Source: an optimization exercise on an open RTL-to-GDS flow (aim: small area, a short achievable clock period and few clock cycles per item). Production flows keep margins and buffers that such runs may drop.

==> trial 43: inputs <==
// simple_ALU
module simple_ALU(input i_clk,
                  input i_rst,
                  input logic  [15:0] i_memData,
                  output logic [15:0] o_memData,
                  output logic [15:0] o_memAddr,
                  output logic o_memWrEnable);
==> module simple_ALU, before the edit <==
module simple_ALU(input i_clk,
                  input i_rst,
                  input logic  [15:0] i_memData,
                  output logic [15:0] o_memData,
                  output logic [15:0] o_memAddr,
                  output logic o_memWrEnable);
  localparam logic [2:0] S_FETCH = 3'd0,
                         S_DEC   = 3'd1,
                         S_RD1   = 3'd2,
                         S_RD2   = 3'd3,
                         S_SHX   = 3'd4;
  logic [2:0]  state;
  logic [5:0]  rs;         
  logic [5:0]  pcn;        
  logic        selRd, selRs, selPc;   
  logic [15:0] wdata;      
  logic        we;         
  logic        kv;         
  logic        first;      
  logic        stale;      
  logic [5:0]  rd;         
  logic        twoRd;      
  logic        sameRd;     
  logic [15:0] breg;       
  logic        opAdd, opDbl, opAnd, opOr, opXor, opSh;
  logic        cin;        
  logic        left;       
  logic        arith;      
  wire  [5:0]  addr = ({6{selRd}} & rd) | ({6{selRs}} & rs) | ({6{selPc}} & pcn);
  assign o_memAddr     = {10'd0, addr};
  assign o_memData     = wdata;
  assign o_memWrEnable = we;
  wire [15:0] x = i_memData;
  wire [15:0] y = breg;
  wire [16:0] sum = {x, 1'b1} + {y, cin};
  wire [15:0] xin;
  wire [15:0] u;
  genvar gi;
  generate
    for (gi = 0; gi < 16; gi++) begin : g_rev
      assign xin[gi] = left ? x[15-gi] : x[gi];
      assign u[gi]   = left ? s2[15-gi] : s2[gi];
    end
  endgenerate
  wire        fill1 = arith & x[15];
  wire [18:0] s1w   = {{3{fill1}}, xin} >> y[1:0];
  wire [15:0] s1    = s1w[15:0];
  wire        fill2 = arith & wdata[15];
  wire [27:0] s2w   = {{12{fill2}}, wdata} >> {y[3:2], 2'b00};
  wire [15:0] s2    = s2w[15:0];
  wire        big   = |y[15:4];
  wire [15:0] shr   = big ? {16{fill2}} : u;
  wire        inShx = (state == S_SHX);
  wire [15:0] alu = ({16{opAdd}} & sum[16:1])
                  | ({16{opDbl}} & {x[14:0], 1'b0})
                  | ({16{opAnd}} & (x & y))
                  | ({16{opOr}}  & (x | y))
                  | ({16{opXor}} & (x ^ y))
                  | ({16{opSh & inShx}} & s1)
                  | ({16{opSh & ~inShx}} & shr);
  wire [15:0] ins   = i_memData;
  wire [2:0]  dFn   = ins[14:12];
  wire [5:0]  dRd   = ins[11:6];
  wire [5:0]  dRs   = ins[5:0];
  wire        dImm  = ins[15];
  wire        aK    = kv & (dRd == rd);
  wire        bK    = dImm | (kv & (dRs == rd));
  wire        dShift = (dFn == 3'd2) | (dFn == 3'd3) | (dFn == 3'd4);
  wire        dComm  = (dFn == 3'd0) | (dFn[2] & (dFn[1:0] != 2'd0));
  wire        dSub   = (dFn == 3'd1);
  wire        same  = ~aK & ~bK & (dRd == dRs) & ~dShift;
  wire        bOnly = aK & ~bK & dComm;
  wire        two   = ~bK & ~same & ~bOnly;      
  wire        none  = aK & bK;
  wire [15:0] bDec  = dImm ? {10'd0, dRs} : wdata;
  wire        bLoad = (state == S_DEC) ? ~stale : (state == S_RD2) & twoRd;
  wire [15:0] bNew  = ((state == S_DEC) ? bDec : i_memData)
                    ^ {16{(state == S_DEC) ? dSub : cin}};
  always_ff @(posedge i_clk) begin
    if (i_rst) begin
      state <= S_FETCH;
      selRd <= 1'b0;
      selRs <= 1'b0;
      selPc <= 1'b1;
      pcn   <= 6'd0;
      we    <= 1'b0;
      kv    <= 1'b0;
      first <= 1'b1;
      stale <= 1'b0;
    end else begin
      case (state)
        S_FETCH: begin
          we    <= ~first;
          kv    <= ~first;
          first <= 1'b0;
          {selRd, selRs, selPc} <= 3'b100;
          pcn   <= pcn + 6'd1;
          stale <= ~first & (rd == pcn);
          state <= S_DEC;
        end
        S_DEC: begin
          we    <= 1'b0;
          if (stale) begin
            stale <= 1'b0;
            kv    <= 1'b0;
          end else if (two) begin
            {selRd, selRs, selPc} <= 3'b010;
            state <= S_RD1;
          end else if (none) begin
            {selRd, selRs, selPc} <= 3'b001;
            state <= dShift ? S_SHX : S_FETCH;
          end else begin
            {selRd, selRs, selPc} <= {~bOnly, bOnly, 1'b0};
            state <= S_RD2;
          end
        end
        S_RD1: begin
          {selRd, selRs, selPc} <= 3'b100;
          state <= S_RD2;
        end
        S_RD2: begin
          {selRd, selRs, selPc} <= 3'b001;
          state <= opSh ? S_SHX : S_FETCH;
        end
        default: begin   
          state <= S_FETCH;
        end
      endcase
    end
  end
  always_ff @(posedge i_clk) wdata <= alu;
  always_ff @(posedge i_clk) begin
    if (bLoad) breg <= bNew;
    case (state)
      S_DEC: begin
        if (!stale) begin
          rd     <= dRd;
          rs     <= dRs;
          twoRd  <= two;
          sameRd <= same;
          cin    <= dSub;
          opAdd  <= (dFn[2:1] == 2'd0);
          opDbl  <= 1'b0;
          opAnd  <= (dFn == 3'd5);
          opOr   <= (dFn == 3'd6);
          opXor  <= (dFn == 3'd7);
          opSh   <= dShift;
          left   <= (dFn == 3'd4);
          arith  <= (dFn == 3'd2);
        end
      end
      S_RD2: begin
        if (sameRd) begin
          opAdd <= 1'b0;
          opDbl <= opAdd & ~cin;
          opAnd <= cin | opAnd | opXor;
          opXor <= 1'b0;
          cin   <= 1'b0;
          breg  <= opAnd ? 16'hFFFF : 16'd0;
        end
      end
      default: ;
    endcase
  end
endmodule
clock: 9.0 ns
lec_check: 0
abc_area: 1
cap_margin: 20
core_margin: 2
core_utilization: 40
cts_buf_list: sky130_fd_sc_hd__clkbuf_8
slew_margin: 20
standard.sh (not shown) runs the stock make flow with config.mk's settings and CLKGATE_MAP_FILE= SYNTH_SCRIPT=/design/flow/synth_recipe.tcl, a recipe that flattens the netlist after the stock synthesis.
==> flow/flow/run.sh <==
#!/bin/bash
# Standard layout, with plain buffers (not delay cells) on the ports and the
# timing repair aiming at 5.5 ns of setup slack.
# Full make output goes to standard.log here; ORFS keeps each step's log
# under orfs/logs/.
set -euo pipefail
bash standard.sh "BUFFER_PORTS_ARGS=-buffer_cell sky130_fd_sc_hd__buf_2" SETUP_SLACK_MARGIN=5.5 finish > standard.log 2>&1
==> build 35: changes against trial 43 <==
==> flow/design.v (replaced) <==
`timescale 1ns / 1ns
module simple_ALU(input i_clk,
                  input i_rst,
                  input logic  [15:0] i_memData,
                  output logic [15:0] o_memData,
                  output logic [15:0] o_memAddr,
                  output logic o_memWrEnable);
  localparam logic [1:0] S_FETCH = 2'd0,
                         S_DEC   = 2'd1,
                         S_RD1   = 2'd2,
                         S_RD2   = 2'd3;
  logic [1:0]  state;
  logic [5:0]  rd;         
  logic [5:0]  rs;         
  logic [5:0]  pcn;        
  logic        selRd, selRs, selPc;   
  logic [15:0] wdata;      
  logic        we;         
  logic        first;      
  logic        stale;      
  logic        twoRd;      
  logic        sameRd;     
  logic        opAdd, opAnd, opOr, opXor, opSh;
  logic        cin;        
  logic        left;       
  logic        arith;      
  wire  [5:0]  addr = ({6{selRd}} & rd) | ({6{selRs}} & rs) | ({6{selPc}} & pcn);
  assign o_memAddr     = {10'd0, addr};
  assign o_memData     = wdata;
  assign o_memWrEnable = we;
  wire [15:0] x = i_memData;
  wire [15:0] y = wdata;
  wire [16:0] sum = {x, 1'b1} + {y, cin};
  wire [15:0] xin;
  wire [15:0] u;
  genvar gi;
  generate
    for (gi = 0; gi < 16; gi++) begin : g_rev
      assign xin[gi] = left ? x[15-gi] : x[gi];
      assign u[gi]   = left ? sw[15-gi] : sw[gi];
    end
  endgenerate
  wire        fill = arith & x[15];
  wire [31:0] sww  = {{16{fill}}, xin} >> y[3:0];
  wire [15:0] sw   = sww[15:0];
  wire        big  = |y[15:4];
  wire [15:0] alu = ({16{opAdd}} & sum[16:1])
                  | ({16{opAnd}} & (x & y))
                  | ({16{opOr}}  & (x | y))
                  | ({16{opXor}} & (x ^ y))
                  | ({16{opSh & ~big}} & u)
                  | ({16{arith & big}} & {16{x[15]}});
  wire [15:0] ins   = i_memData;
  wire [2:0]  dFn   = ins[14:12];
  wire [5:0]  dRd   = ins[11:6];
  wire [5:0]  dRs   = ins[5:0];
  wire        dImm  = ins[15];
  wire        aK    = we & (dRd == rd);
  wire        bK    = dImm | (we & (dRs == rd));
  wire        dShift = (dFn == 3'd2) | (dFn == 3'd3) | (dFn == 3'd4);
  wire        dComm  = (dFn == 3'd0) | (dFn[2] & (dFn[1:0] != 2'd0));
  wire        dSub   = (dFn == 3'd1);
  wire        same  = ~aK & ~bK & (dRd == dRs) & ~dShift;
  wire        bOnly = aK & ~bK & dComm;
  wire        two   = ~bK & ~same & ~bOnly;      
  wire        zImm  = dImm & ((dFn == 3'd3) | (dFn == 3'd4)) & (dRs[5:4] != 2'd0);
  wire        none  = (aK & bK) | zImm;
  always_ff @(posedge i_clk) begin
    if (i_rst) begin
      state <= S_FETCH;
      selRd <= 1'b0;
      selRs <= 1'b0;
      selPc <= 1'b1;
      pcn   <= 6'd0;
      we    <= 1'b0;
      first <= 1'b1;
      stale <= 1'b0;
    end else begin
      case (state)
        S_FETCH: begin
          we    <= ~first;
          first <= 1'b0;
          {selRd, selRs, selPc} <= 3'b100;
          pcn   <= pcn + 6'd1;
          stale <= ~first & (rd == pcn);
          state <= S_DEC;
        end
        S_DEC: begin
          we    <= 1'b0;
          if (stale) begin
            stale <= 1'b0;
          end else if (two) begin
            {selRd, selRs, selPc} <= 3'b010;
            state <= S_RD1;
          end else if (none) begin
            {selRd, selRs, selPc} <= 3'b001;
            state <= S_FETCH;
          end else begin
            {selRd, selRs, selPc} <= {~bOnly, bOnly, 1'b0};
            state <= S_RD2;
          end
        end
        S_RD1: begin
          {selRd, selRs, selPc} <= 3'b100;
          state <= S_RD2;
        end
        default: begin   
          {selRd, selRs, selPc} <= 3'b001;
          state <= S_FETCH;
        end
      endcase
    end
  end
  always_ff @(posedge i_clk) begin
    case (state)
      S_FETCH: wdata <= alu;
      S_DEC:   if (!stale) wdata <= (dImm ? {10'd0, dRs} : wdata) ^ {16{dSub}};
      S_RD2: begin
        if (twoRd)
          wdata <= i_memData ^ {16{cin}};
        else if (sameRd)
          wdata <= opAnd ? 16'hFFFF : {15'd0, opAdd & ~cin};
      end
      default: ;
    endcase
  end
  always_ff @(posedge i_clk) rs <= dRs;
  always_ff @(posedge i_clk) begin
    case (state)
      S_DEC: begin
        if (!stale) begin
          rd     <= dRd;
          twoRd  <= two;
          sameRd <= same;
          cin    <= dSub;
          opAdd  <= (dFn[2:1] == 2'd0);
          opAnd  <= (dFn == 3'd5);
          opOr   <= (dFn == 3'd6);
          opXor  <= (dFn == 3'd7);
          opSh   <= dShift;
          left   <= (dFn == 3'd4);
          arith  <= (dFn == 3'd2);
        end
      end
      S_RD2: begin
        if (sameRd) begin
          opAdd <= 1'b0;
          opSh  <= opAdd & ~cin;
          left  <= opAdd & ~cin;
          opAnd <= cin | opAnd | opXor;
          opXor <= 1'b0;
          cin   <= 1'b0;
        end
      end
      default: ;
    endcase
  end
endmodule
==> flow/flow/run.sh (replaced) <==
#!/bin/bash
# Standard layout, with plain buffers (not delay cells) on the ports, the
# timing repair aiming at 6.0 ns of setup slack, and clock tree synthesis
# without dummy loads.
# Full make output goes to standard.log here; ORFS keeps each step's log
# under orfs/logs/.
set -euo pipefail
bash standard.sh "BUFFER_PORTS_ARGS=-buffer_cell sky130_fd_sc_hd__buf_2" SETUP_SLACK_MARGIN=6.0 "CTS_ARGS=-sink_clustering_enable -repair_clock_nets -buf_list sky130_fd_sc_hd__clkbuf_8 -dont_use_dummy_load" finish > standard.log 2>&1
- ABC_AREA: 1 -> default
- TNS_END_PERCENT: default -> 0
==> flow_metrics.env <==
export IMPL_run_status="complete, no violations"
export IMPL_nNonClkBuffers=42
export IMPL_detail_route_wirelength_mm=24.0
export IMPL_path_depth=10
export IMPL_yosysSeqAreaShare_pct=26.5
export IMPL_fmax_ghz=0.298
export IMPL_route_detailed_vias_per_inst=5.75
export IMPL_dieWidth_um=129
export IMPL_synth_adder_area_share_pct=7.14
export IMPL_pre_cts_ws_ns=5.09
export IMPL_die_area_um2=16600
export IMPL_clock_sink_count=71
export IMPL_clockBufferCount=9
export IMPL_power_frac_clock_pct=19.4
export IMPL_crit_reg2reg_launch="breg[1]$_DFF_P_"
export IMPL_path_buf_inv=2
export IMPL_vdd_ir_drop_worst_uv=102
export IMPL_critical_path_cell_chain="buf_2, inv_1, ha_1, nand2_1, nor2_1, nand3_1, nand3_1, nand2_1, nand3_1, nand4_1"
export IMPL_gp_routability_congestion=0.998
-- figures above: trial 43

==> flow_metrics.env <==
export IMPL_path_depth=7
export IMPL_vdd_ir_drop_worst_uv=90.8
export IMPL_critical_path_cell_chain="buf_8, mux4_2, mux2_4, and3_1, or3_4, a221o_1, a211o_1"
export IMPL_gp_routability_congestion=0.951
export IMPL_route_detailed_vias_per_inst=6.68
export IMPL_power_frac_clock_pct=10.6
export IMPL_crit_reg2reg_launch="wdata[1]$_DFFE_PP_"
export IMPL_detail_route_wirelength_mm=22.4
export IMPL_yosysSeqAreaShare_pct=22.8
export IMPL_fmax_ghz=0.265
export IMPL_run_status="complete, no violations"
export IMPL_dieWidth_um=126
-- figures above: build 35

No functional check of the RTL was part of any run of this note.

==> static timing again, ports no longer ideal <==
How much do the figures lean on ideal ports? The routed layouts below were timed once more, with nothing changed but the port constraints. Step 1, drivers: a clkbuf_16 drives i_clk and a buf_2 each remaining input, both assumed. Step 2 also shifts input and output timing later by t, the mid clock arrival at the registers, as if the neighbouring blocks saw the same clock. a / b / c = ideal ports / drivers / drivers and shift; a / b = the first two.
| run | t (ns) | slack for setup (ns) | slew at the worst register clock pin (ns) | pins driven straight from the clock port |
|---|---|---|---|---|
| trial 43 | 0.410 | 5.647 / 5.659 / 5.249 | 0.09 / 0.09 | 1 |
| build 35 | 0.352 | 5.226 / 5.224 / 4.872 | 0.11 / 0.11 | 1 |
After both steps setup and hold are still met in every run listed. The setup slack of trial 43, which loses most, moves by +0.012 ns with the drivers and by -0.398 ns with both steps.
